Background: an optimization exercise with open tools, aiming at small area. Do not read the settings as production practice.
Where RTL was checked, it was by simulation tests only, not by an equivalence proof against the original.

== run 1 ==
==> flow/design.v (excerpt) <==
module CORDIC_COS_SIN #(
    parameter DATA_WIDTH = 16,
    parameter PHASE_WIDTH = 32,
    parameter STAGE = 16
) (
    input clk,
    input rst,
    input en,
    input mode,
    input signed [DATA_WIDTH-1:0] x0,
    input signed [DATA_WIDTH-1:0] y0,
    input signed [PHASE_WIDTH-1:0] phase,
    output valid,
    output [DATA_WIDTH:0] cos,
    output [DATA_WIDTH:0] sin
);
clock: 5.0 ns
lec_check: 0
abc_area: 1
cap_margin: 20
core_margin: 2
core_utilization: 62
cts_buf_list: sky130_fd_sc_hd__clkbuf_4 sky130_fd_sc_hd__clkbuf_8
cts_cluster_diameter: 60
cts_cluster_size: 30
gpl_timing_driven: 0
slew_margin: 20
run.sh (not shown) runs the stock make flow with config.mk's settings and CLKGATE_MAP_FILE= SYNTH_SCRIPT=/design/flow/synth_recipe.tcl, a recipe that flattens the netlist after the stock synthesis.
Run 1 closes out successfully: all stages finished, all timing, DRC and antenna checks passed.
Input changes introduced in run 2 (baseline for comparison: run 1):
Settings: swapping 62 for 55 in CORE_UTILIZATION; swapping 1 for 0 in ABC_AREA.
==> summary.txt <==
- Status run 2: flow complete, layout not clean - negative setup slack
- In summary, run 1 completed successfully, with a layout that passed the timing, design-rule and antenna checks.
- Delta (run 2 minus run 1): time the worst path needs with I/O delays and setup moved up; final area grew by 3.0%; wire length of the first global-routing pass climbed about 7%.
- Summary of run 2 over run 1: post-CTS setup buffer count +about 200%; synthesized cell count -549.
## Diff of input files: run 3 against run 2
Settings: ABC_AREA: 0 -> 1; SETUP_SLACK_MARGIN: unset -> -0.1.
Results
Run 3: all stages complete, timing, DRC and antenna checks passed
Compared with run 2, run 3 shows count of clock-net buffers in the final layout that has gone down by a little under 10%.
In the tables for run 2 and run 3, cell area after synthesis reads lower with run 2.
Clock latency of the later-clocked register in the worst-skew pair across run 2 and run 3: no real change.
Comparing maximum operating frequency for run 2 and run 3, the bigger number came from run 3.
Compared with run 2, in run 3 share of layout cells above drive strength 1 dropped 7.1 points; half-perimeter wire length after placement dropped 3.8%.
When run 3 is set beside run 2, its non-clock buffer count turns out to be 103 smaller.
The fraction of synthesized cell area in xor and xnor cells of run 3 falls short of that of run 2 by 2.5 points.
The following lists how run 4 was set up differently from run 3:
Settings: SETUP_SLACK_MARGIN no longer set, was -0.1; PLACE_DENSITY now 0.75, previously not set.
Diff run 3 -> run 4: clock buffer and inverter area fraction after layout rose 0.17 points, proportion of cell area occupied by registers fell 0.43 points, actual transition at the worst max-transition pin rose 0.025 ns, length of routed wiring on met1 fell about 11%.
[diff] setup slack, run 4 relative to run 3: improvement
Run 4 vs run 3 — part of the cycle the worst path needs dropped 0.88 points.
On total wirelength of the detailed-routed design, run 3 beats run 4.
Total buffers and inverters traversed by the critical path for run 4: 2 up relative to run 3
The higher average via count per standard cell of run 3 and run 4 is in run 4.
No run of this note included a check of the RTL's function; only the layout flow was run.

exp/quartz:
Another version of the RTL of CORDIC_COS_SIN (not shown whole).
Size in the first run: ~4,300 cells after synthesis, ~100 I/O pins, about 33,000 um^2 of cells after synthesis.
clock: 5.0 ns
lec_check: 0
abc_area: 1
cap_margin: 20
core_margin: 2
core_utilization: 55
cts_buf_list: sky130_fd_sc_hd__clkbuf_4 sky130_fd_sc_hd__clkbuf_8
cts_cluster_diameter: 60
cts_cluster_size: 30
gpl_timing_driven: 0
setup_slack_margin: -0.2
slew_margin: 20
standard.sh (not shown) runs the stock make flow with config.mk's settings and CLKGATE_MAP_FILE= SYNTH_SCRIPT=/design/flow/synth_recipe.tcl, a recipe that flattens the netlist after the stock synthesis.
==> flow/flow/run.sh <==
#!/bin/bash
set -euo pipefail
bash standard.sh BUFFER_PORTS_ARGS="-buffer_cell sky130_fd_sc_hd__buf_2" finish > standard_flow.log 2>&1
What exp/lagoon does differently from exp/quartz at the input level:
==> flow/flow/run.sh <==
#!/bin/bash
set -euo pipefail
bash standard.sh BUFFER_PORTS_ARGS="-buffer_cell sky130_fd_sc_hd__buf_1" finish > standard_flow.log 2>&1
==> comparison <==
Diff exp/quartz -> exp/lagoon: utilization decreased by 0.26 points relative to the old numbers, worst setup margin fell 0.052 ns.

Another version of the RTL of CORDIC_COS_SIN (not shown whole).
Size in the first run: roughly 4300 cells after synthesis, ~100 I/O pins, about 35000 um2 of cells after synthesis.
clock: 5.0 ns
lec_check: 0
abc_area: 1
cap_margin: 20
core_margin: 2
core_utilization: 40
slew_margin: 20
run.sh (not shown) runs the stock make flow with config.mk's settings and CLKGATE_MAP_FILE= SYNTH_SCRIPT=/design/flow/synth_recipe.tcl, a recipe that flattens the netlist after the stock synthesis.
Stock flow here: none of the scripts above is used.
==> next run, changes <==
--- a/flow/config.mk
+++ b/flow/config.mk
@@ -10,3 +10,4 @@
 export CORE_MARGIN = 2
 export CORE_UTILIZATION = 40
+export GPL_TIMING_DRIVEN = 0
 export SLEW_MARGIN = 20
Effect: The changed run produced a clean layout; global-route usage is higher by 0.18 points; sequential cell count does not change; setup slack gets better by 0.017 ns; cell area is higher by 0.53%; routed wire length is higher by 1.7%; count of clock-buffer cells in the layout is higher by 3.
==> next run, changes <==
--- a/flow/config.mk
+++ b/flow/config.mk
@@ -9,5 +9,7 @@
 export CAP_MARGIN = 20
 export CORE_MARGIN = 2
-export CORE_UTILIZATION = 40
-export GPL_TIMING_DRIVEN = 0
+export CORE_UTILIZATION = 55
+export CTS_BUF_LIST = sky130_fd_sc_hd__clkbuf_4 sky130_fd_sc_hd__clkbuf_8
+export CTS_CLUSTER_DIAMETER = 60
+export CTS_CLUSTER_SIZE = 30
 export SLEW_MARGIN = 20
Critical path depth increases by 1.
Utilization grows by 15 points.
Non-clock buffer count went down by 15.
==> next run, changes <==
--- a/flow/config.mk
+++ b/flow/config.mk
@@ -9,7 +9,5 @@
 export CAP_MARGIN = 20
 export CORE_MARGIN = 2
-export CORE_UTILIZATION = 55
-export CTS_BUF_LIST = sky130_fd_sc_hd__clkbuf_4 sky130_fd_sc_hd__clkbuf_8
-export CTS_CLUSTER_DIAMETER = 60
-export CTS_CLUSTER_SIZE = 30
+export CORE_UTILIZATION = 40
+export CTS_BUF_LIST = sky130_fd_sc_hd__clkbuf_4
 export SLEW_MARGIN = 20
Final cell count climbs by about 8%.
Design area grows by 2.0%.
Wire length went down by about 1.2%.
Core utilization went down by 16 points.
Synthesized cell count is unchanged.
Non-clock buffer count grows by 18.
Sequential share of layout area drops by 0.36 points.
Worst hold slack is worse by 0.037 ns.
Via count rose by 2.3%.
Sequential cell count stays the same.
==> next run, changes <==
--- a/flow/config.mk
+++ b/flow/config.mk
@@ -10,4 +10,5 @@
 export CORE_MARGIN = 2
 export CORE_UTILIZATION = 40
-export CTS_BUF_LIST = sky130_fd_sc_hd__clkbuf_4
+export CTS_BUF_LIST = sky130_fd_sc_hd__clkbuf_2 sky130_fd_sc_hd__clkbuf_4
+export CTS_CLUSTER_SIZE = 20
 export SLEW_MARGIN = 20
Global-route usage is unchanged.
Wire length does not change.
Die area is unchanged.
Setup slack is unchanged.
Maximum frequency stays the same.

RTL: one of the versions met above, not the one the previous note started from.
Size: roughly 4300 cells after synthesis, roughly 360 flip-flops, ~100 I/O pins, about 33000 µm² of cells after synthesis.
// CORDIC_COS_SIN
module CORDIC_COS_SIN #(
    parameter DATA_WIDTH = 16,
    parameter PHASE_WIDTH = 32,
    parameter STAGE = 16
) (
    input clk,
    input rst,
    input en,
    input mode,
    input signed [DATA_WIDTH-1:0] x0,
    input signed [DATA_WIDTH-1:0] y0,
    input signed [PHASE_WIDTH-1:0] phase,
    output valid,
    output [DATA_WIDTH:0] cos,
    output [DATA_WIDTH:0] sin
);
make LEC_CHECK=0 ABC_AREA=1 CAP_MARGIN=20 CORE_MARGIN=2 CORE_UTILIZATION=50 CTS_BUF_LIST='sky130_fd_sc_hd__clkbuf_4 sky130_fd_sc_hd__clkbuf_8' CTS_CLUSTER_DIAMETER=60 CTS_CLUSTER_SIZE=30 GPL_TIMING_DRIVEN=0 SETUP_SLACK_MARGIN=-0.1 SLEW_MARGIN=20 finish   # period 5.0 ns
Then changed:
==> flow/flow/run.sh (new file) <==
#!/bin/bash
set -euo pipefail
bash standard.sh BUFFER_PORTS_ARGS="-buffer_cell sky130_fd_sc_hd__buf_2" finish > standard_flow.log 2>&1
==> flow/standard.sh (new file) <==
#!/bin/bash
# synth_recipe.tcl (not shown) runs the flow's synth.tcl, then flattens the netlist and writes it again
# the make line also repeats each setting of config.mk as NAME=value (left out here)
make -C /OpenROAD-flow-scripts/flow DESIGN_CONFIG=/design/flow/config.mk WORK_HOME=/design/flow/orfs CLKGATE_MAP_FILE= SYNTH_SCRIPT=/design/flow/synth_recipe.tcl "${@:-finish}"
- CORE_UTILIZATION: 50 -> 55
removed: flow/run.sh
Clock-buffer cell count is unchanged.
Die area goes down by 9.0%.
Utilization rises by 4.5 points.
Then changed:
==> flow/run.sh (new file) <==
#!/bin/bash
# synth_recipe.tcl (not shown) runs the flow's synth.tcl, then flattens the netlist and writes it again
# the make line also repeats each setting of config.mk as NAME=value (left out here)
make -C /OpenROAD-flow-scripts/flow DESIGN_CONFIG=/design/flow/config.mk WORK_HOME=/design/flow/orfs CLKGATE_MAP_FILE= SYNTH_SCRIPT=/design/flow/synth_recipe.tcl finish
removed: flow/flow/run.sh
removed: flow/standard.sh
After rerunning: The changed run produced a clean layout. Setup slack loses 0.026 ns. Final cell count fell by 0.32%. Fmax came out lower by 0.53%. Clock skew is higher by 0.012 ns. Die area stays the same.
Then changed:
- SETUP_SLACK_MARGIN: -0.1 -> default
What happened: Worst setup slack got worse by 0.023 ns. Maximum frequency shrinks by 0.48%. Routed wire length grows by 1.1%.

Setup of tundra:
CORDIC_COS_SIN, a different RTL version from the one above (not shown whole).
For scale: ~360 flip-flops, ~100 I/O pins.
make LEC_CHECK=0 ABC_AREA=1 CAP_MARGIN=20 CORE_MARGIN=2 CORE_UTILIZATION=55 CTS_BUF_LIST='sky130_fd_sc_hd__clkbuf_4 sky130_fd_sc_hd__clkbuf_8' CTS_CLUSTER_DIAMETER=60 CTS_CLUSTER_SIZE=30 GPL_TIMING_DRIVEN=0 SLEW_MARGIN=20 finish   # period 5.0 ns
Stock flow here: none of the scripts above is used.
What onyx does differently from tundra at the input level:
Settings: swapping 55 for 70 in CORE_UTILIZATION.
--- outcome ---
- onyx: flow complete, layout not clean; failing: setup timing
- Taking tundra as 1.0, onyx lands at 0.79 on area of the core region.
- Diff tundra -> onyx | transition time at the pin with the least slew margin | decrease of 36 ps
- The count of inverters other than clock inverters in the layout on onyx is in line with that on tundra.
- Taking tundra as the reference point, the ratio of cells with drive above 1 in the final layout of onyx falls by 0.23 points.
- Of tundra and onyx, onyx shows the higher met2 usage, with tundra below it.
- Looking at largest net degree at the start of global routing, onyx sits 3 lower than tundra does.
- From onyx to tundra, xor/xnor cell area share of the yosys netlist did not move at all.
- Going from tundra to onyx, setup slack of the critical path after layout went down; placed instance count decreased 165; achievable frequency saw a decrease.
Inputs modified between onyx and yarrow:
Settings: GPL_TIMING_DRIVEN no longer set, was 0; CORE_UTILIZATION now 55, was 70; CAP_MARGIN now 5, was 20; SLEW_MARGIN now 5, was 20.
==> comparison <==
- yarrow | stages: all done | timing, DRC, antenna: all pass
- Run comparison: yarrow capture point of the critical path xr7[16]$_DFF_P_; onyx capture point of the critical path xr5[14]$_DFF_P_
- Instance area at placement: lower on onyx
- A first element of the critical path of zr4[10]$_DFF_P_ is what onyx shows, while xr6[12]$_DFF_P_ belongs to yarrow.
- yarrow has final-layout non-clock buffer area share above what onyx had.
- [compare] base=onyx new=yarrow: maximum clock rate increased by about 10% relative to the old numbers; accumulated negative setup slack increased by 2890 ps relative to the old numbers; number of cells on the critical path went up 30%; first-pass GRT wire length saw an increase.
- Per the comparison of yarrow with onyx, sequential share of cell area lost 0.57 points; area of the multi-input gates lost 260 um^2.
## Diff of input files: harbor against yarrow
Settings: swapping 5 for 20 in CAP_MARGIN; swapping 5 for 20 in SLEW_MARGIN.
==> comparison <==
- On finished layout cell area, yarrow and harbor are neck and neck.
- Both conditions hold for harbor: the flow ran to the end and the final layout passed the timing, design-rule and antenna checks.
- Taking yarrow as the reference, in harbor layout overhead on the synthesized area shows no meaningful change, number of top-level pins shows no meaningful change.

CORDIC_COS_SIN, a different RTL version from the one above (not shown whole).
For scale: ~4500 cells after synthesis, about 34000 um^2 of cells after synthesis.
clock: 5.0 ns
lec_check: 0
abc_area: 1
cap_margin: 20
core_margin: 2
core_utilization: 40
slew_margin: 20
The baseline completed, yet does not pass: setup timing.
Edit:
Settings changed: ABC_AREA 1 to default.
The new run completed and failed the layout checks on setup timing.
Maximum frequency fell by 20%.
Hold slack got worse by 0.0096 ns.
Global-route usage rose by 1.5 points.
Routed wire length rose by 6.9%.
No run of this note included a check of the RTL's function; only the layout flow was run.

Another version of the RTL of CORDIC_COS_SIN (not shown whole).
Size in the first run: ~350 flip-flops, ~100 I/O pins, roughly 32000 um^2 of cells after synthesis.
export LEC_CHECK = 0
export ABC_AREA = 1
export CAP_MARGIN = 20
export CORE_MARGIN = 2
export CORE_UTILIZATION = 40
export SLEW_MARGIN = 20
create_clock -name core_clock -period 5.0 [get_ports {clk}]
The baseline finished with setup timing left.
Change:
--- a/flow/config.mk
+++ b/flow/config.mk
@@ -7,3 +7,2 @@
 export LEC_CHECK = 0
-export ABC_AREA = 1
 export CAP_MARGIN = 20
What happened: The changed run ran to the end with violations: setup timing. Register-to-register slack degrades by 1.1 ns. Setup slack degrades by 1.1 ns.
Function was not checked in any run of this note: the RTL went through the layout flow alone.

what the ideal ports hide:
The results above use ideal ports. As a check the final layouts listed here were re-extracted and re-timed, cells and wires unchanged. Step 1 assumes that a clkbuf_16 drives the clock port and a buf_2 every other input. Step 2 times the ports against the registers' clock, not the clock port: input delays grow and output delays shrink by t, the midpoint of the rising clock arrivals with the driver on. Slacks: ideal ports / drivers / drivers and shift; pairs: ideal ports / drivers.
run | t, ns | setup WS [ns] | latest minus earliest clock arrival (ns)
run 1 | 0.688 | 0.130 / 0.130 / -0.355 | 0.044 / 0.043
run 2 | 0.682 | -0.449 / -0.449 / -0.449 | 0.046 / 0.046
run 3 | 0.663 | 0.101 / 0.101 / -0.279 | 0.034 / 0.034
run 4 | 0.688 | 0.145 / 0.144 / -0.311 | 0.034 / 0.034
exp/quartz | 0.674 | 0.180 / 0.180 / -0.420 | 0.052 / 0.052
exp/lagoon | 0.685 | 0.128 / 0.128 / -0.293 | 0.074 / 0.074
the first run of note 3 | 0.639 | 0.239 / 0.180 / 0.223 | 0.023 / 0.023
the second run of note 3 | 0.629 | 0.257 / 0.193 / -0.191 | 0.028 / 0.029
the third run of note 3 | 0.686 | 0.279 / 0.216 / 0.134 | 0.065 / 0.065
the fourth run of note 3 | 0.920 | 0.290 / 0.232 / 0.201 | 0.083 / 0.084
the fifth run of note 3 | 0.920 | 0.290 / 0.232 / 0.201 | 0.083 / 0.084
the first run of note 4 | 0.670 | 0.166 / 0.166 / -0.376 | 0.060 / 0.059
the second run of note 4 | 0.674 | 0.213 / 0.213 / -0.285 | 0.051 / 0.051
the third run of note 4 | 0.665 | 0.187 / 0.187 / -0.361 | 0.060 / 0.060
the fourth run of note 4 | 0.685 | 0.164 / 0.164 / -0.318 | 0.039 / 0.039
tundra | 0.689 | 0.091 / 0.091 / -0.277 | 0.035 / 0.036
onyx | 0.684 | -0.403 / -0.403 / -0.403 | 0.048 / 0.049
yarrow | 0.685 | 0.097 / 0.097 / -0.030 | 0.052 / 0.053
harbor | 0.685 | 0.097 / 0.097 / -0.030 | 0.052 / 0.053
the first run of note 6 | 0.655 | -0.326 / -0.326 / -0.326 | 0.031 / 0.031
the second run of note 6 | 0.648 | -1.657 / -1.651 / -2.299 | 0.036 / 0.036
the first run of note 7 | 0.635 | -0.643 / -0.643 / -0.643 | 0.035 / 0.035
the second run of note 7 | 0.643 | -1.749 / -1.749 / -1.749 | 0.039 / 0.039
With both steps, setup timing fails in 13 of these runs, where it was met with ideal ports. For the second run of note 6, which loses most, drivers alone change the setup slack by +0.006 ns; drivers and shift together by -0.642 ns.
